This is an optimization exercise on Yosys and OpenROAD, whose aim is small area and a short achievable clock period, not a production implementation. Function not checked in this run: the RTL went through the layout flow alone. Power is estimated from default activity; no workload was simulated.

**design/flow/flow/run.sh**
```bash
#!/bin/bash
set -euo pipefail
export BUFFER_PORTS_ARGS="-buffer_cell sky130_fd_sc_hd__buf_1"
export PRE_RESIZE_TCL="$PWD/flow/pre_resize.tcl"
bash standard.sh > standard.log 2>&1
```
**design/flow/flow/pre_resize.tcl**
```tcl
# Input-port buffers (named input* by buffer_ports) to buf_4.
set n 0
foreach inst [get_cells input*] {
  if { [get_property $inst ref_name] == "sky130_fd_sc_hd__buf_1" } {
    replace_cell $inst sky130_fd_sc_hd__buf_4
    incr n
  }
}
puts "pre_resize: $n input buffers made sky130_fd_sc_hd__buf_4"
```
**design/flow/standard.sh**
```bash
#!/bin/bash
# synth_recipe.tcl (not shown) runs the flow's synth.tcl, then flattens the netlist and writes it again
# the make line also repeats each setting of config.mk as NAME=value (left out here)
make -C /OpenROAD-flow-scripts/flow DESIGN_CONFIG=/design/flow/config.mk WORK_HOME=/design/flow/orfs CLKGATE_MAP_FILE= SYNTH_SCRIPT=/design/flow/synth_recipe.tcl "${@:-finish}"
```
**design/flow/config.mk**
```make
export PLATFORM = sky130hd
export DESIGN_NAME = sysarray_flat
export DESIGN_NICKNAME = sysarray_flat
export VERILOG_FILES = /design/flow/design.v
export SDC_FILE = /design/flow/constraint.sdc
export NUM_CORES = 4
export LEC_CHECK = 0
export CAP_MARGIN = 20
export CORE_MARGIN = 2
export CORE_UTILIZATION = 40
export CTS_BUF_LIST = sky130_fd_sc_hd__clkbuf_4 sky130_fd_sc_hd__clkbuf_8
export SETUP_SLACK_MARGIN = 1.1
export SLEW_MARGIN = 20
export SYNTH_HIERARCHICAL = 1
export SYNTH_MINIMUM_KEEP_SIZE = 0
```
**design/flow/constraint.sdc**
```tcl
create_clock -name core_clock -period 5.0 [get_ports {clk}]
set_input_delay 1.0000 -clock core_clock [delete_from_list [all_inputs] [get_ports {clk}]]
set_output_delay 1.0000 -clock core_clock [all_outputs]
set_load 0.01 [all_outputs]
```
**design/flow/design.v**
```verilog
`default_nettype none
`timescale 1ns/1ns
module pe (
    input  logic        clk,
    input  logic        rst,
    input  logic        clr,
    input  logic [7:0]  a_in,
    input  logic [7:0]  b_in,
    output logic [17:0] acc_out
);
    logic [17:0] rx, ry, sum;
    logic pp0_0;
    logic pp0_1;
    logic pp0_2;
    logic pp0_3;
    logic pp0_4;
    logic pp0_5;
    logic pp0_6;
    logic pp0_7;
    logic pp1_0;
    logic pp1_1;
    logic pp1_2;
    logic pp1_3;
    logic pp1_4;
    logic pp1_5;
    logic pp1_6;
    logic pp1_7;
    logic pp2_0;
    logic pp2_1;
    logic pp2_2;
    logic pp2_3;
    logic pp2_4;
    logic pp2_5;
    logic pp2_6;
    logic pp2_7;
    logic pp3_0;
    logic pp3_1;
    logic pp3_2;
    logic pp3_3;
    logic pp3_4;
    logic pp3_5;
    logic pp3_6;
    logic pp3_7;
    logic pp4_0;
    logic pp4_1;
    logic pp4_2;
    logic pp4_3;
    logic pp4_4;
    logic pp4_5;
    logic pp4_6;
    logic pp4_7;
    logic pp5_0;
    logic pp5_1;
    logic pp5_2;
    logic pp5_3;
    logic pp5_4;
    logic pp5_5;
    logic pp5_6;
    logic pp5_7;
    logic pp6_0;
    logic pp6_1;
    logic pp6_2;
    logic pp6_3;
    logic pp6_4;
    logic pp6_5;
    logic pp6_6;
    logic pp6_7;
    logic pp7_0;
    logic pp7_1;
    logic pp7_2;
    logic pp7_3;
    logic pp7_4;
    logic pp7_5;
    logic pp7_6;
    logic pp7_7;
    logic ha_s0;
    logic ha_c0;
    logic fa_s0;
    logic fa_c0;
    logic ha_s1;
    logic ha_c1;
    logic fa_s1;
    logic fa_c1;
    logic fa_s2;
    logic fa_c2;
    logic ha_s2;
    logic ha_c2;
    logic fa1_s0;
    logic fa1_c0;
    logic fa_s3;
    logic fa_c3;
    logic fa_s4;
    logic fa_c4;
    logic fa_s5;
    logic fa_c5;
    logic fa_s6;
    logic fa_c6;
    logic fa_s7;
    logic fa_c7;
    logic ha_s3;
    logic ha_c3;
    logic fa_s8;
    logic fa_c8;
    logic ha_s4;
    logic ha_c4;
    logic fa_s9;
    logic fa_c9;
    logic fa_s10;
    logic fa_c10;
    logic fa_s11;
    logic fa_c11;
    logic fa_s12;
    logic fa_c12;
    logic fa_s13;
    logic fa_c13;
    logic fa_s14;
    logic fa_c14;
    logic fa_s15;
    logic fa_c15;
    logic fa_s16;
    logic fa_c16;
    logic fa_s17;
    logic fa_c17;
    logic fa_s18;
    logic fa_c18;
    logic fa_s19;
    logic fa_c19;
    logic fa_s20;
    logic fa_c20;
    logic fa_s21;
    logic fa_c21;
    logic fa_s22;
    logic fa_c22;
    logic fa_s23;
    logic fa_c23;
    logic ha_s5;
    logic ha_c5;
    logic fa_s24;
    logic fa_c24;
    logic fa_s25;
    logic fa_c25;
    logic fa_s26;
    logic fa_c26;
    logic fa_s27;
    logic fa_c27;
    logic fx_s0;
    logic fx_c0;
    logic fx_s0_xy;
    logic fx_s1;
    logic fx_c1;
    logic fx_s1_xy;
    logic fx_s2;
    logic fx_c2;
    logic fx_s2_xy;
    logic fx_s3;
    logic fx_c3;
    logic fx_s3_xy;
    logic fx_s4;
    logic fx_c4;
    logic fx_s4_xy;
    logic fa_s28;
    logic fa_c28;
    logic fa_s29;
    logic fa_c29;
    logic ha_s6;
    logic ha_c6;
    logic fa_s30;
    logic fa_c30;
    logic fa_s31;
    logic fa_c31;
    logic fa_s32;
    logic fa_c32;
    logic fx_s5;
    logic fx_c5;
    logic fx_s5_xy;
    logic fx_s6;
    logic fx_c6;
    logic fx_s6_xy;
    logic fx_s7;
    logic fx_c7;
    logic fx_s7_xy;
    logic fx_s8;
    logic fx_c8;
    logic fx_s8_xy;
    logic fx_s9;
    logic fx_c9;
    logic fx_s9_xy;
    logic fx_s10;
    logic fx_c10;
    logic fx_s10_xy;
    logic fx_s11;
    logic fx_c11;
    logic fx_s11_xy;
    logic fx_s12;
    logic fx_c12;
    logic fx_s12_xy;
    logic fx_s13;
    logic fx_c13;
    logic fx_s13_xy;
    logic fa_s33;
    logic fa_c33;
    logic inv_s0;
    logic inv_c0;
    logic inv_s1;
    logic inv_c1;
    logic inv_s2;
    logic inv_c2;
    logic cpc0;
    logic cpc1;
    logic cpc2;
    logic cpc3;
    logic pp_p4;
    logic pp_g4;
    logic pp_p5;
    logic pp_g5;
    logic pp_p6;
    logic pp_g6;
    logic pp_p7;
    logic pp_g7;
    logic pp_p8;
    logic pp_g8;
    logic pp_p9;
    logic pp_g9;
    logic pp_p10;
    logic pp_g10;
    logic pp_p11;
    logic pp_g11;
    logic pp_p12;
    logic pp_g12;
    logic pp_p13;
    logic pp_g13;
    logic pp_p14;
    logic pp_g14;
    logic pp_p15;
    logic pp_g15;
    logic pp_p16;
    logic pp_g16;
    logic pp_p17;
    logic pp_g17;
    logic pg1;
    logic pg2;
    logic pq3;
    logic pg4;
    logic pq5;
    logic pg6;
    logic pq7;
    logic pg8;
    logic pq9;
    logic pg10;
    logic pq11;
    logic pg12;
    logic pq13;
    logic pn14;
    logic pg15;
    logic pg16;
    logic pn17;
    logic pg18;
    logic pn19;
    logic pq20;
    logic pg21;
    logic pq22;
    logic pn23;
    logic pg24;
    logic pn25;
    logic pq26;
    logic pg27;
    logic pq28;
    logic pg29;
    logic pn30;
    logic pg31;
    logic pn32;
    logic pg33;
    logic pg34;
    logic pg35;
    logic pq36;
    logic pn37;
    logic pg38;
    logic pn39;
    logic pq40;
    logic pn41;
    logic pg42;
    logic pg43;
    logic pg44;
    logic pn45;
    logic pg46;
    logic pg47;
    logic pn48;
    logic pg49;
    assign pp0_0 = a_in[0] & b_in[0];
    assign pp0_1 = a_in[0] & b_in[1];
    assign pp0_2 = a_in[0] & b_in[2];
    assign pp0_3 = a_in[0] & b_in[3];
    assign pp0_4 = a_in[0] & b_in[4];
    assign pp0_5 = a_in[0] & b_in[5];
    assign pp0_6 = a_in[0] & b_in[6];
    assign pp0_7 = ~(a_in[0] & b_in[7]);
    assign pp1_0 = a_in[1] & b_in[0];
    assign pp1_1 = a_in[1] & b_in[1];
    assign pp1_2 = a_in[1] & b_in[2];
    assign pp1_3 = a_in[1] & b_in[3];
    assign pp1_4 = a_in[1] & b_in[4];
    assign pp1_5 = a_in[1] & b_in[5];
    assign pp1_6 = a_in[1] & b_in[6];
    assign pp1_7 = ~(a_in[1] & b_in[7]);
    assign pp2_0 = a_in[2] & b_in[0];
    assign pp2_1 = a_in[2] & b_in[1];
    assign pp2_2 = a_in[2] & b_in[2];
    assign pp2_3 = a_in[2] & b_in[3];
    assign pp2_4 = a_in[2] & b_in[4];
    assign pp2_5 = a_in[2] & b_in[5];
    assign pp2_6 = a_in[2] & b_in[6];
    assign pp2_7 = ~(a_in[2] & b_in[7]);
    assign pp3_0 = a_in[3] & b_in[0];
    assign pp3_1 = a_in[3] & b_in[1];
    assign pp3_2 = a_in[3] & b_in[2];
    assign pp3_3 = a_in[3] & b_in[3];
    assign pp3_4 = a_in[3] & b_in[4];
    assign pp3_5 = a_in[3] & b_in[5];
    assign pp3_6 = a_in[3] & b_in[6];
    assign pp3_7 = ~(a_in[3] & b_in[7]);
    assign pp4_0 = a_in[4] & b_in[0];
    assign pp4_1 = a_in[4] & b_in[1];
    assign pp4_2 = a_in[4] & b_in[2];
    assign pp4_3 = a_in[4] & b_in[3];
    assign pp4_4 = a_in[4] & b_in[4];
    assign pp4_5 = a_in[4] & b_in[5];
    assign pp4_6 = a_in[4] & b_in[6];
    assign pp4_7 = ~(a_in[4] & b_in[7]);
    assign pp5_0 = a_in[5] & b_in[0];
    assign pp5_1 = a_in[5] & b_in[1];
    assign pp5_2 = a_in[5] & b_in[2];
    assign pp5_3 = a_in[5] & b_in[3];
    assign pp5_4 = a_in[5] & b_in[4];
    assign pp5_5 = a_in[5] & b_in[5];
    assign pp5_6 = a_in[5] & b_in[6];
    assign pp5_7 = ~(a_in[5] & b_in[7]);
    assign pp6_0 = a_in[6] & b_in[0];
    assign pp6_1 = a_in[6] & b_in[1];
    assign pp6_2 = a_in[6] & b_in[2];
    assign pp6_3 = a_in[6] & b_in[3];
    assign pp6_4 = a_in[6] & b_in[4];
    assign pp6_5 = a_in[6] & b_in[5];
    assign pp6_6 = a_in[6] & b_in[6];
    assign pp6_7 = ~(a_in[6] & b_in[7]);
    assign pp7_0 = ~(a_in[7] & b_in[0]);
    assign pp7_1 = ~(a_in[7] & b_in[1]);
    assign pp7_2 = ~(a_in[7] & b_in[2]);
    assign pp7_3 = ~(a_in[7] & b_in[3]);
    assign pp7_4 = ~(a_in[7] & b_in[4]);
    assign pp7_5 = ~(a_in[7] & b_in[5]);
    assign pp7_6 = ~(a_in[7] & b_in[6]);
    assign pp7_7 = a_in[7] & b_in[7];
    ha u_ha_s0 (.x(acc_out[5]), .y(pp0_5), .s(ha_s0), .c(ha_c0));
    fa u_fa_s0 (.x(pp1_5), .y(acc_out[6]), .z(pp0_6), .s(fa_s0), .c(fa_c0));
    ha u_ha_s1 (.x(pp2_4), .y(pp3_3), .s(ha_s1), .c(ha_c1));
    fa u_fa_s1 (.x(pp1_6), .y(acc_out[7]), .z(pp0_7), .s(fa_s1), .c(fa_c1));
    fa u_fa_s2 (.x(pp4_3), .y(pp2_5), .z(pp3_4), .s(fa_s2), .c(fa_c2));
    ha u_ha_s2 (.x(pp5_2), .y(pp6_1), .s(ha_s2), .c(ha_c2));
    assign fa1_s0 = ~(acc_out[8] ^ pp1_7);
    assign fa1_c0 = acc_out[8] | pp1_7;
    fa u_fa_s3 (.x(pp4_4), .y(pp2_6), .z(pp3_5), .s(fa_s3), .c(fa_c3));
    fa u_fa_s4 (.x(pp7_1), .y(pp5_3), .z(pp6_2), .s(fa_s4), .c(fa_c4));
    fa u_fa_s5 (.x(pp3_6), .y(acc_out[9]), .z(pp2_7), .s(fa_s5), .c(fa_c5));
    fa u_fa_s6 (.x(pp6_3), .y(pp4_5), .z(pp5_4), .s(fa_s6), .c(fa_c6));
    fa u_fa_s7 (.x(pp4_6), .y(acc_out[10]), .z(pp3_7), .s(fa_s7), .c(fa_c7));
    ha u_ha_s3 (.x(acc_out[3]), .y(pp0_3), .s(ha_s3), .c(ha_c3));
    fa u_fa_s8 (.x(pp1_3), .y(acc_out[4]), .z(pp0_4), .s(fa_s8), .c(fa_c8));
    ha u_ha_s4 (.x(pp2_2), .y(pp3_1), .s(ha_s4), .c(ha_c4));
    fa u_fa_s9 (.x(pp3_2), .y(pp1_4), .z(pp2_3), .s(fa_s9), .c(fa_c9));
    fa u_fa_s10 (.x(ha_s0), .y(pp4_1), .z(pp5_0), .s(fa_s10), .c(fa_c10));
    fa u_fa_s11 (.x(pp6_0), .y(pp4_2), .z(pp5_1), .s(fa_s11), .c(fa_c11));
    fa u_fa_s12 (.x(fa_s0), .y(ha_c0), .z(ha_s1), .s(fa_s12), .c(fa_c12));
    fa u_fa_s13 (.x(ha_s2), .y(pp7_0), .z(ha_c1), .s(fa_s13), .c(fa_c13));
    fa u_fa_s14 (.x(fa_s2), .y(fa_c0), .z(fa_s1), .s(fa_s14), .c(fa_c14));
    fa u_fa_s15 (.x(fa_c1), .y(ha_c2), .z(fa1_s0), .s(fa_s15), .c(fa_c15));
    fa u_fa_s16 (.x(fa_s4), .y(fa_c2), .z(fa_s3), .s(fa_s16), .c(fa_c16));
    fa u_fa_s17 (.x(fa_c3), .y(pp7_2), .z(fa1_c0), .s(fa_s17), .c(fa_c17));
    fa u_fa_s18 (.x(fa_s6), .y(fa_c4), .z(fa_s5), .s(fa_s18), .c(fa_c18));
    fa u_fa_s19 (.x(pp7_3), .y(pp5_5), .z(pp6_4), .s(fa_s19), .c(fa_c19));
    fa u_fa_s20 (.x(fa_s7), .y(fa_c5), .z(fa_c6), .s(fa_s20), .c(fa_c20));
    fa u_fa_s21 (.x(pp5_6), .y(acc_out[11]), .z(pp4_7), .s(fa_s21), .c(fa_c21));
    fa u_fa_s22 (.x(fa_c7), .y(pp6_5), .z(pp7_4), .s(fa_s22), .c(fa_c22));
    fa u_fa_s23 (.x(pp6_6), .y(acc_out[12]), .z(pp5_7), .s(fa_s23), .c(fa_c23));
    ha u_ha_s5 (.x(acc_out[2]), .y(pp0_2), .s(ha_s5), .c(ha_c5));
    fa u_fa_s24 (.x(pp3_0), .y(pp1_2), .z(pp2_1), .s(fa_s24), .c(fa_c24));
    fa u_fa_s25 (.x(ha_s4), .y(pp4_0), .z(ha_c3), .s(fa_s25), .c(fa_c25));
    fa u_fa_s26 (.x(fa_s9), .y(ha_c4), .z(fa_c8), .s(fa_s26), .c(fa_c26));
    fa u_fa_s27 (.x(fa_c10), .y(fa_c9), .z(fa_s11), .s(fa_s27), .c(fa_c27));
    xor2m u_fx_s0_xy (.a(fa_c11), .b(fa_s13), .y(fx_s0_xy));
    xor2m u_fx_s0 (.a(fx_s0_xy), .b(fa_c12), .y(fx_s0));
    maj3m u_fx_c0 (.a(fa_c11), .b(fa_s13), .c(fa_c12), .y(fx_c0));
    xor2m u_fx_s1_xy (.a(fa_c13), .b(fa_c14), .y(fx_s1_xy));
    xor2m u_fx_s1 (.a(fx_s1_xy), .b(fa_s15), .y(fx_s1));
    maj3m u_fx_c1 (.a(fa_c13), .b(fa_c14), .c(fa_s15), .y(fx_c1));
    xor2m u_fx_s2_xy (.a(fa_c15), .b(fa_c16), .y(fx_s2_xy));
    xor2m u_fx_s2 (.a(fx_s2_xy), .b(fa_s17), .y(fx_s2));
    maj3m u_fx_c2 (.a(fa_c15), .b(fa_c16), .c(fa_s17), .y(fx_c2));
    xor2m u_fx_s3_xy (.a(fa_s19), .b(fa_c17), .y(fx_s3_xy));
    xor2m u_fx_s3 (.a(fx_s3_xy), .b(fa_c18), .y(fx_s3));
    maj3m u_fx_c3 (.a(fa_s19), .b(fa_c17), .c(fa_c18), .y(fx_c3));
    xor2m u_fx_s4_xy (.a(fa_c19), .b(fa_s21), .y(fx_s4_xy));
    xor2m u_fx_s4 (.a(fx_s4_xy), .b(fa_c20), .y(fx_s4));
    maj3m u_fx_c4 (.a(fa_c19), .b(fa_s21), .c(fa_c20), .y(fx_c4));
    fa u_fa_s28 (.x(fa_s23), .y(pp7_5), .z(fa_c21), .s(fa_s28), .c(fa_c28));
    fa u_fa_s29 (.x(pp7_6), .y(acc_out[13]), .z(pp6_7), .s(fa_s29), .c(fa_c29));
    ha u_ha_s6 (.x(acc_out[1]), .y(pp0_1), .s(ha_s6), .c(ha_c6));
    fa u_fa_s30 (.x(ha_s5), .y(pp1_1), .z(pp2_0), .s(fa_s30), .c(fa_c30));
    fa u_fa_s31 (.x(fa_s24), .y(ha_c5), .z(ha_s3), .s(fa_s31), .c(fa_c31));
    fa u_fa_s32 (.x(fa_s25), .y(fa_c24), .z(fa_s8), .s(fa_s32), .c(fa_c32));
    xor2m u_fx_s5_xy (.a(fa_c25), .b(fa_s10), .y(fx_s5_xy));
    xor2m u_fx_s5 (.a(fx_s5_xy), .b(fa_s26), .y(fx_s5));
    maj3m u_fx_c5 (.a(fa_c25), .b(fa_s10), .c(fa_s26), .y(fx_c5));
    xor2m u_fx_s6_xy (.a(fa_c26), .b(fa_s12), .y(fx_s6_xy));
    xor2m u_fx_s6 (.a(fx_s6_xy), .b(fa_s27), .y(fx_s6));
    maj3m u_fx_c6 (.a(fa_c26), .b(fa_s12), .c(fa_s27), .y(fx_c6));
    xor2m u_fx_s7_xy (.a(fa_s14), .b(fa_c27), .y(fx_s7_xy));
    xor2m u_fx_s7 (.a(fx_s7_xy), .b(fx_s0), .y(fx_s7));
    maj3m u_fx_c7 (.a(fa_s14), .b(fa_c27), .c(fx_s0), .y(fx_c7));
    xor2m u_fx_s8_xy (.a(fa_s16), .b(fx_c0), .y(fx_s8_xy));
    xor2m u_fx_s8 (.a(fx_s8_xy), .b(fx_s1), .y(fx_s8));
    maj3m u_fx_c8 (.a(fa_s16), .b(fx_c0), .c(fx_s1), .y(fx_c8));
    xor2m u_fx_s9_xy (.a(fa_s18), .b(fx_c1), .y(fx_s9_xy));
    xor2m u_fx_s9 (.a(fx_s9_xy), .b(fx_s2), .y(fx_s9));
    maj3m u_fx_c9 (.a(fa_s18), .b(fx_c1), .c(fx_s2), .y(fx_c9));
    xor2m u_fx_s10_xy (.a(fa_s20), .b(fx_c2), .y(fx_s10_xy));
    xor2m u_fx_s10 (.a(fx_s10_xy), .b(fx_s3), .y(fx_s10));
    maj3m u_fx_c10 (.a(fa_s20), .b(fx_c2), .c(fx_s3), .y(fx_c10));
    xor2m u_fx_s11_xy (.a(fa_s22), .b(fx_s4), .y(fx_s11_xy));
    xor2m u_fx_s11 (.a(fx_s11_xy), .b(fx_c3), .y(fx_s11));
    maj3m u_fx_c11 (.a(fa_s22), .b(fx_s4), .c(fx_c3), .y(fx_c11));
    xor2m u_fx_s12_xy (.a(fa_c22), .b(fa_s28), .y(fx_s12_xy));
    xor2m u_fx_s12 (.a(fx_s12_xy), .b(fx_c4), .y(fx_s12));
    maj3m u_fx_c12 (.a(fa_c22), .b(fa_s28), .c(fx_c4), .y(fx_c12));
    xor2m u_fx_s13_xy (.a(fa_c23), .b(fa_s29), .y(fx_s13_xy));
    xor2m u_fx_s13 (.a(fx_s13_xy), .b(fa_c28), .y(fx_s13));
    maj3m u_fx_c13 (.a(fa_c23), .b(fa_s29), .c(fa_c28), .y(fx_c13));
    fa u_fa_s33 (.x(fa_c29), .y(acc_out[14]), .z(pp7_7), .s(fa_s33), .c(fa_c33));
    assign inv_s0 = ~acc_out[15];
    assign inv_c0 = acc_out[15];
    assign inv_s1 = ~acc_out[16];
    assign inv_c1 = acc_out[16];
    assign inv_s2 = ~acc_out[17];
    assign inv_c2 = acc_out[17];
    assign rx = {inv_c1, inv_c0, inv_s0, fa_s33, fx_s13, fx_s12, fx_s11, fx_c9, fx_c8, fx_c7, fx_c6, fx_c5, fa_c32, fa_c31, fa_c30, ha_c6, pp1_0, acc_out[0]};
    assign ry = {inv_s2, inv_s1, fa_c33, fx_c13, fx_c12, fx_c11, fx_c10, fx_s10, fx_s9, fx_s8, fx_s7, fx_s6, fx_s5, fa_s32, fa_s31, fa_s30, ha_s6, pp0_0};
    ha u_cpa0 (.x(acc_out[0]), .y(pp0_0), .s(sum[0]), .c(cpc0));
    fa u_cpa1 (.x(cpc0), .y(pp1_0), .z(ha_s6), .s(sum[1]), .c(cpc1));
    fa u_cpa2 (.x(cpc1), .y(ha_c6), .z(fa_s30), .s(sum[2]), .c(cpc2));
    fa u_cpa3 (.x(cpc2), .y(fa_c30), .z(fa_s31), .s(sum[3]), .c(cpc3));
    xor2m u_pp_p4 (.a(fa_c31), .b(fa_s32), .y(pp_p4));
    and2m u_pp_g4 (.a(fa_c31), .b(fa_s32), .y(pp_g4));
    xor2m u_pp_p5 (.a(fa_c32), .b(fx_s5), .y(pp_p5));
    and2m u_pp_g5 (.a(fa_c32), .b(fx_s5), .y(pp_g5));
    xor2m u_pp_p6 (.a(fx_c5), .b(fx_s6), .y(pp_p6));
    and2m u_pp_g6 (.a(fx_c5), .b(fx_s6), .y(pp_g6));
    xor2m u_pp_p7 (.a(fx_c6), .b(fx_s7), .y(pp_p7));
    and2m u_pp_g7 (.a(fx_c6), .b(fx_s7), .y(pp_g7));
    xor2m u_pp_p8 (.a(fx_c7), .b(fx_s8), .y(pp_p8));
    and2m u_pp_g8 (.a(fx_c7), .b(fx_s8), .y(pp_g8));
    xor2m u_pp_p9 (.a(fx_c8), .b(fx_s9), .y(pp_p9));
    and2m u_pp_g9 (.a(fx_c8), .b(fx_s9), .y(pp_g9));
    xor2m u_pp_p10 (.a(fx_c9), .b(fx_s10), .y(pp_p10));
    and2m u_pp_g10 (.a(fx_c9), .b(fx_s10), .y(pp_g10));
    xor2m u_pp_p11 (.a(fx_s11), .b(fx_c10), .y(pp_p11));
    and2m u_pp_g11 (.a(fx_s11), .b(fx_c10), .y(pp_g11));
    xor2m u_pp_p12 (.a(fx_s12), .b(fx_c11), .y(pp_p12));
    and2m u_pp_g12 (.a(fx_s12), .b(fx_c11), .y(pp_g12));
    xor2m u_pp_p13 (.a(fx_s13), .b(fx_c12), .y(pp_p13));
    and2m u_pp_g13 (.a(fx_s13), .b(fx_c12), .y(pp_g13));
    xor2m u_pp_p14 (.a(fa_s33), .b(fx_c13), .y(pp_p14));
    and2m u_pp_g14 (.a(fa_s33), .b(fx_c13), .y(pp_g14));
    xor2m u_pp_p15 (.a(inv_s0), .b(fa_c33), .y(pp_p15));
    and2m u_pp_g15 (.a(inv_s0), .b(fa_c33), .y(pp_g15));
    xor2m u_pp_p16 (.a(inv_c0), .b(inv_s1), .y(pp_p16));
    and2m u_pp_g16 (.a(inv_c0), .b(inv_s1), .y(pp_g16));
    xor2m u_pp_p17 (.a(inv_c1), .b(inv_s2), .y(pp_p17));
    and2m u_pp_g17 (.a(inv_c1), .b(inv_s2), .y(pp_g17));
    paoi u_pg1 (.g1(pp_g4), .p1(pp_p4), .g0(cpc3), .y(pg1));
    paoi u_pg2 (.g1(pp_g6), .p1(pp_p6), .g0(pp_g5), .y(pg2));
    pnand u_pq3 (.a(pp_p6), .b(pp_p5), .y(pq3));
    paoi u_pg4 (.g1(pp_g8), .p1(pp_p8), .g0(pp_g7), .y(pg4));
    pnand u_pq5 (.a(pp_p8), .b(pp_p7), .y(pq5));
    paoi u_pg6 (.g1(pp_g10), .p1(pp_p10), .g0(pp_g9), .y(pg6));
    pnand u_pq7 (.a(pp_p10), .b(pp_p9), .y(pq7));
    paoi u_pg8 (.g1(pp_g12), .p1(pp_p12), .g0(pp_g11), .y(pg8));
    pnand u_pq9 (.a(pp_p12), .b(pp_p11), .y(pq9));
    paoi u_pg10 (.g1(pp_g14), .p1(pp_p14), .g0(pp_g13), .y(pg10));
    pnand u_pq11 (.a(pp_p14), .b(pp_p13), .y(pq11));
    paoi u_pg12 (.g1(pp_g16), .p1(pp_p16), .g0(pp_g15), .y(pg12));
    pnand u_pq13 (.a(pp_p16), .b(pp_p15), .y(pq13));
    pinv u_pn14 (.a(pg1), .y(pn14));
    paoi u_pg15 (.g1(pp_g5), .p1(pp_p5), .g0(pn14), .y(pg15));
    poai u_pg16 (.g1(pg2), .p1(pq3), .g0(pg1), .y(pg16));
    pinv u_pn17 (.a(pg4), .y(pn17));
    paoi u_pg18 (.g1(pp_g9), .p1(pp_p9), .g0(pn17), .y(pg18));
    pinv u_pn19 (.a(pq5), .y(pn19));
    pnand u_pq20 (.a(pp_p9), .b(pn19), .y(pq20));
    poai u_pg21 (.g1(pg6), .p1(pq7), .g0(pg4), .y(pg21));
    pnor u_pq22 (.a(pq7), .b(pq5), .y(pq22));
    pinv u_pn23 (.a(pg8), .y(pn23));
    paoi u_pg24 (.g1(pp_g13), .p1(pp_p13), .g0(pn23), .y(pg24));
    pinv u_pn25 (.a(pq9), .y(pn25));
    pnand u_pq26 (.a(pp_p13), .b(pn25), .y(pq26));
    poai u_pg27 (.g1(pg10), .p1(pq11), .g0(pg8), .y(pg27));
    pnor u_pq28 (.a(pq11), .b(pq9), .y(pq28));
    paoi u_pg29 (.g1(pp_g7), .p1(pp_p7), .g0(pg16), .y(pg29));
    pinv u_pn30 (.a(pg16), .y(pn30));
    poai u_pg31 (.g1(pg4), .p1(pq5), .g0(pn30), .y(pg31));
    pinv u_pn32 (.a(pg16), .y(pn32));
    poai u_pg33 (.g1(pg18), .p1(pq20), .g0(pn32), .y(pg33));
    paoi u_pg34 (.g1(pg21), .p1(pq22), .g0(pg16), .y(pg34));
    paoi u_pg35 (.g1(pp_g15), .p1(pp_p15), .g0(pg27), .y(pg35));
    pnand u_pq36 (.a(pp_p15), .b(pq28), .y(pq36));
    pinv u_pn37 (.a(pg27), .y(pn37));
    poai u_pg38 (.g1(pg12), .p1(pq13), .g0(pn37), .y(pg38));
    pinv u_pn39 (.a(pq28), .y(pn39));
    pnor u_pq40 (.a(pq13), .b(pn39), .y(pq40));
    pinv u_pn41 (.a(pg34), .y(pn41));
    paoi u_pg42 (.g1(pp_g11), .p1(pp_p11), .g0(pn41), .y(pg42));
    poai u_pg43 (.g1(pg8), .p1(pq9), .g0(pg34), .y(pg43));
    poai u_pg44 (.g1(pg24), .p1(pq26), .g0(pg34), .y(pg44));
    pinv u_pn45 (.a(pg34), .y(pn45));
    paoi u_pg46 (.g1(pg27), .p1(pq28), .g0(pn45), .y(pg46));
    poai u_pg47 (.g1(pg35), .p1(pq36), .g0(pg34), .y(pg47));
    pinv u_pn48 (.a(pg34), .y(pn48));
    paoi u_pg49 (.g1(pg38), .p1(pq40), .g0(pn48), .y(pg49));
    assign sum[4] = pp_p4 ^ cpc3;
    assign sum[5] = ~(pp_p5 ^ pg1);
    assign sum[6] = ~(pp_p6 ^ pg15);
    assign sum[7] = pp_p7 ^ pg16;
    assign sum[8] = ~(pp_p8 ^ pg29);
    assign sum[9] = pp_p9 ^ pg31;
    assign sum[10] = pp_p10 ^ pg33;
    assign sum[11] = ~(pp_p11 ^ pg34);
    assign sum[12] = ~(pp_p12 ^ pg42);
    assign sum[13] = pp_p13 ^ pg43;
    assign sum[14] = pp_p14 ^ pg44;
    assign sum[15] = ~(pp_p15 ^ pg46);
    assign sum[16] = pp_p16 ^ pg47;
    assign sum[17] = ~(pp_p17 ^ pg49);
    always_ff @(posedge clk) begin
        if (rst || clr) acc_out <= '0;
        else            acc_out <= sum;
    end
endmodule
module fa (
    input  logic x,
    input  logic y,
    input  logic z,
    output logic s,
    output logic c
);
    assign s = x ^ y ^ z;
    assign c = (x & y) | (x & z) | (y & z);
endmodule
module bsel (
    input  logic one,
    input  logic two,
    input  logic neg,
    input  logic x,
    input  logic y,
    output logic p
);
    assign p = ((one & x) | (two & y)) ^ neg;
endmodule
module bseln (
    input  logic one,
    input  logic two,
    input  logic neg,
    input  logic x,
    input  logic y,
    output logic p
);
    assign p = ~(((one & x) | (two & y)) ^ neg);
endmodule
module xor2m (input logic a, input logic b, output logic y);
    assign y = a ^ b;
endmodule
module and2m (input logic a, input logic b, output logic y);
    assign y = a & b;
endmodule
module maj3m (input logic a, input logic b, input logic c, output logic y);
    assign y = (a & b) | (c & (a | b));
endmodule
module paoi (input logic g1, input logic p1, input logic g0, output logic y);
    assign y = ~(g1 | (p1 & g0));
endmodule
module poai (input logic g1, input logic p1, input logic g0, output logic y);
    assign y = ~(g1 & (p1 | g0));
endmodule
module pnand (input logic a, input logic b, output logic y);
    assign y = ~(a & b);
endmodule
module pnor (input logic a, input logic b, output logic y);
    assign y = ~(a | b);
endmodule
module pinv (input logic a, output logic y);
    assign y = ~a;
endmodule
module ha (
    input  logic x,
    input  logic y,
    output logic s,
    output logic c
);
    assign s = x ^ y;
    assign c = x & y;
endmodule
`default_nettype none
`timescale 1ns/1ns
module sysarray (
    input  logic               clk,
    input  logic               rst,
    input  logic               clr,
    input  logic [2:0][7:0]    left,
    input  logic [2:0][7:0]    top,
    output logic [8:0][17:0]   out
);
    logic [2:0][2:0][7:0] a_in;   
    logic [2:0][2:0][7:0] b_in;   
    genvar r, c;
    generate
        for (r = 0; r < 3; r++) begin : g_row
            assign a_in[r][0] = left[r];
            assign b_in[0][r] = top[r];
            for (c = 0; c < 3; c++) begin : g_col
                if (c < 2) begin : g_hop
                    logic [7:0] a_q, b_q;
                    always_ff @(posedge clk) begin
                        if (rst) begin
                            a_q <= '0;
                            b_q <= '0;
                        end else begin
                            a_q <= a_in[r][c];
                            b_q <= b_in[c][r];
                        end
                    end
                    assign a_in[r][c+1] = a_q;
                    assign b_in[c+1][r] = b_q;
                end
                pe u_pe (
                    .clk(clk),
                    .rst(rst),
                    .clr(clr),
                    .a_in(a_in[r][c]),
                    .b_in(b_in[r][c]),
                    .acc_out(out[3*r+c])
                );
            end
        end
    endgenerate
endmodule
`default_nettype none
`timescale 1ns/1ns
module sysarray_flat (
    input  wire         clk,
    input  wire         rst,
    input  wire         clr,
    input  wire [23:0]  a_left,
    input  wire [23:0]  b_top,
    output wire [161:0] acc_out
);
    sysarray u_arr (
        .clk(clk),
        .rst(rst),
        .clr(clr),
        .left(a_left),
        .top(b_top),
        .out(acc_out)
    );
endmodule
```
==> impl_metrics.yaml <==
status:
  outcome: "finished clean"
setup_path:
  path_delay_family: "adder cells"
  crit_required_ns: 5.52
  critPathMaxStageDelay_ns: 0.49
  critPathLaunch: "b_top[22]"
  critPathArrivalTime_ns: 4.29
  crit_fanout: 7
  path_buf_inv: 2
  start_kind: "input port"
  cp-end-kind: "flip-flop"
  cp_slowest_cell: "fa_1"
  crit_chain: "buf_4 -> buf_4 -> and2_1 -> fa_1 -> fa_1 -> maj3_2 -> xor2_1 -> xor2_1 -> xor2_2 -> nand2_1 -> o21ai_1 -> a21oi_4 -> o21ai_1 -> xnor2_1 -> nor2_1"
  r2r-start: "u_arr.g_row[1].g_col[0].g_hop.b_q[6]$_SDFF_PP0_"
  critPathKind: "input port to flip-flop"
sta:
  fin_crit_sh_pct: 75.5
  finalSetupViolations: 0
  finalCriticalPeriod_ns: 3.77
  setup_slack_ns: 1.23
  rsz0062_at_grt: "no"
  worst_pin_slew_ns: 0.833
  slew_violations: 0
  slew_headroom_pct: 44.5
  hold_violations: 0
  hold_ws_ns: 0.549
  skew_ns: 0.0246
  timing.fmax_mhz: 265
  finalSetupTns_ns: 0
cts:
  cts_tree: "built"
  clockRootBuffer: "clkbuf_8"
  cts.clk_slew.worst_paths_ns: 0.06
  cts_max_path_buffers: 3
  htree_levels: 2
  clk_latency_ns: 0.64
  clock_sinks: 258
  numCtsBuffers: 53
  postCtsHoldBufs: 0
placed_design:
  dpl_cell_area_sq_um: 29100
  place.gp.congestion: 0.841
  numPortBuffers: 212
  detailed_place_hpwl_um: 50500
  dpl_worst_slack_ns: 0.540
grt:
  grt_max_degree: 51
  grt_antenna_before_repair: 1
  first_global_vias: 20000
  grtUsageTotal_pct: 19.0
  gr-total-overflow: 0
  grt_pass1_wl_um: 107000
synthesis:
  yosys.area_share.xor_xnor_pct: 16.2
  seq_area_frac_synth_pct: 18.9
  synth-warning-count: 8
  syn_inst: 2830
  syn_avg_cell_area_sq_um: 9.66
  synth_seq_cells: 258
  synth_compound_gate_area_share_pct: 6.10
  synth_cell_types: 19
  synthSimpleGateAreaFrac_pct: 21.4
  yosysTopAreaCell: "fa_1"
  synth_top_family_by_area: "adder cells"
  ys_top_cells_by_area: "fa_1 (24%), dfxtp_1 (19%), xor2_1 (14%)"
  muxShareOfSynthArea_pct: 0
  synth_adder_area_share_pct: 33.3
  netlist_area_sq_um: 27300
  synth_nets: 3295
  synth_top_area_share_pct: 24.4
power:
  power.leakage_nw: 13.7
  peakVddDrop_mv: 0.309
  finalPower_mw: 15.4
  powerDensity_nw_per_um2: 502
route:
  postRouteAntennaNets: 0
  wirelength_um: 65500
  wl_per_cell_um: 16.5
  routed_via_density: 4.74
  drt-pass1-iter-count: 5
  drcViolationCount: 0
  drtIter0Drc: 640
  vias: 18900
layout:
  drive_above_1_share_pct: 16.7
  mostFrequentLayoutCells: "and2_1 (612), xor2_1 (419), fa_1 (333)"
  final_area_sq_um: 30600
  final_common_cell: "and2_1"
  layout.nets: 3520
  syn_to_final_growth_pct: 12.1
die:
  die_w_um: 265
  coreArea_sq_um: 67400
  dieArea_sq_um: 70400
  num_rows: 95
  start_util_pct: 40.5
  ios: 213
  die_h_um: 265
worst_hold_path:
  min_from: "u_arr.g_row[1].g_col[0].g_hop.a_q[5]$_SDFF_PP0_"
  hp-class: "flip-flop to flip-flop"
flow_run:
  drv_cap: 0
## cell families (layout without fill, tap and decap cells)
logic type,after synthesis,count (layout)
DFF,258,258
adders and majority gates,540,540
and+or+nand+nor,1077,1077
buffers and inverters,226,495
other,0,2
xor gates and xnor gates,504,504
AOI/OAI and AO/OA,225,225
## worst reg2reg max path: stages, from the launching register on
cell	delay, ns
dfxtp_2	0.47
and2_1	0.19
fa_1	0.46
fa_1	0.44
maj3_2	0.35
xor2_1	0.18
xor2_1	0.21
xor2_1	0.33
nand2_1	0.16
nor2_1	0.22
a21oi_4	0.12
o21ai_1	0.22
xnor2_1	0.16
nor2_2	0.04
## Yosys cell counts
cell      count
and2_1      612
xor2_1      441
fa_1        333
dfxtp_1     258
nand2_1     198
inv_1       162
nor2_1      153
a21oi_2     144
maj3_2      126
nor2b_1      96
ha_1         81
o21ai_1      81
xnor2_1      63
buf_4        28
buf_6        22
clkbuf_1      9
nor2_2        9
or2_1         9
buf_2         5
## state kept, by name, summed over array words and instances, names as in the netlist
signal	count
u_arr.g_row.g_col.g_hop.b_q	48
u_arr.g_row.g_col.u_pe.acc_out	162
u_arr.g_row.g_col.g_hop.a_q	48
## through the flow
stage / cells / util [%]
after floorplan: 2830 / -
after global placement: 3871 / 42.9
after detailed placement: 3871 / 43.1
after CTS: 3970 / 45.0
after global routing: 3973 / 45.4
final: 3974 / 45.4
## layout make-up
type	count	area, sq um
Fill cell	6534	36800
Multi-Input combinational cell	2346	21300
Sequential cell	258	5220
Timing Repair Buffer	234	1150
Tap cell	873	1090
Clock buffer	81	1060
Inverter	162	608
Clock inverter	18	220
Antenna cell	2	5.00
## Yosys stat by module, one instance, submodules excluded, excerpt
module | area [sq um] | cells inside
and2m | 6.26 | 1
fa | 20.0 | 1
ha | 12.5 | 1
paoi | 8.76 | 1
pe | 1020 | 129
pinv | 3.75 | 1
pnor | 3.75 | 1
poai | 5.00 | 1
## metal layers
layer  wire, um  vias up  global-route usage [%]  share of wire (%)
met5          0        -                       0                  0
met4       1100        0                    4.09                1.7
met3       3750       79                    4.68                5.7
met2      30900      297                    31.3                 47
met1      29800     9218                    25.3                 45
li1           -     9256                       -                  -
## path summary, 6_finish.rpt
| path | to | depth (start not counted) | slack, ns |
|---|---|---|---|
| max | u_arr.g_row[0].g_col[2].u_pe.acc_out[13]$_SDFF_PP0_ | 15 | 1.23 |
| min | u_arr.g_row[1].g_col[1].g_hop.a_q[5]$_SDFF_PP0_ | 1 | 0.55 |
| max reg2reg | u_arr.g_row[1].g_col[1].u_pe.acc_out[14]$_SDFF_PP0_ | 13 | 1.29 |
| min reg2reg | u_arr.g_row[1].g_col[1].g_hop.a_q[5]$_SDFF_PP0_ | 1 | 0.55 |
## timing repair
item | 4_1_cts | 5_1_grt
pin swaps | 0 | 7
hold endpoints to repair | 0 | 0
resized for setup | 1 | 71
gates cloned | 0 | 0
endpoints found under the setup margin | 6 | 55
buffers inserted | 0 | 2
## power by group
group / internal (mW) / switching, mW
registers: 2.41 / 0.354
clock network: 1.61 / 1.07
logic: 4.18 / 5.76

separate check: timing with driven ports:
No port has a modelled driver above. Below, the same layout with a new extraction and two added sets of constraints.
Step 1, drivers: a clkbuf_16 drives clk and a buf_2 each remaining input, both assumed.
Step 2 also shifts input and output timing later by t, the mid clock arrival at the registers, as if the neighbouring blocks saw the same clock.
Three values: no drivers, after step 1, after step 2; two values: the first two.
t, ns: 0.690
setup slack, ns: 1.226 / 1.260 / 0.571
worst setup path after step 2: input to register
After both steps setup and hold are still met in this run. For this run, drivers alone change the setup slack by +0.034 ns; drivers and shift together by -0.655 ns.
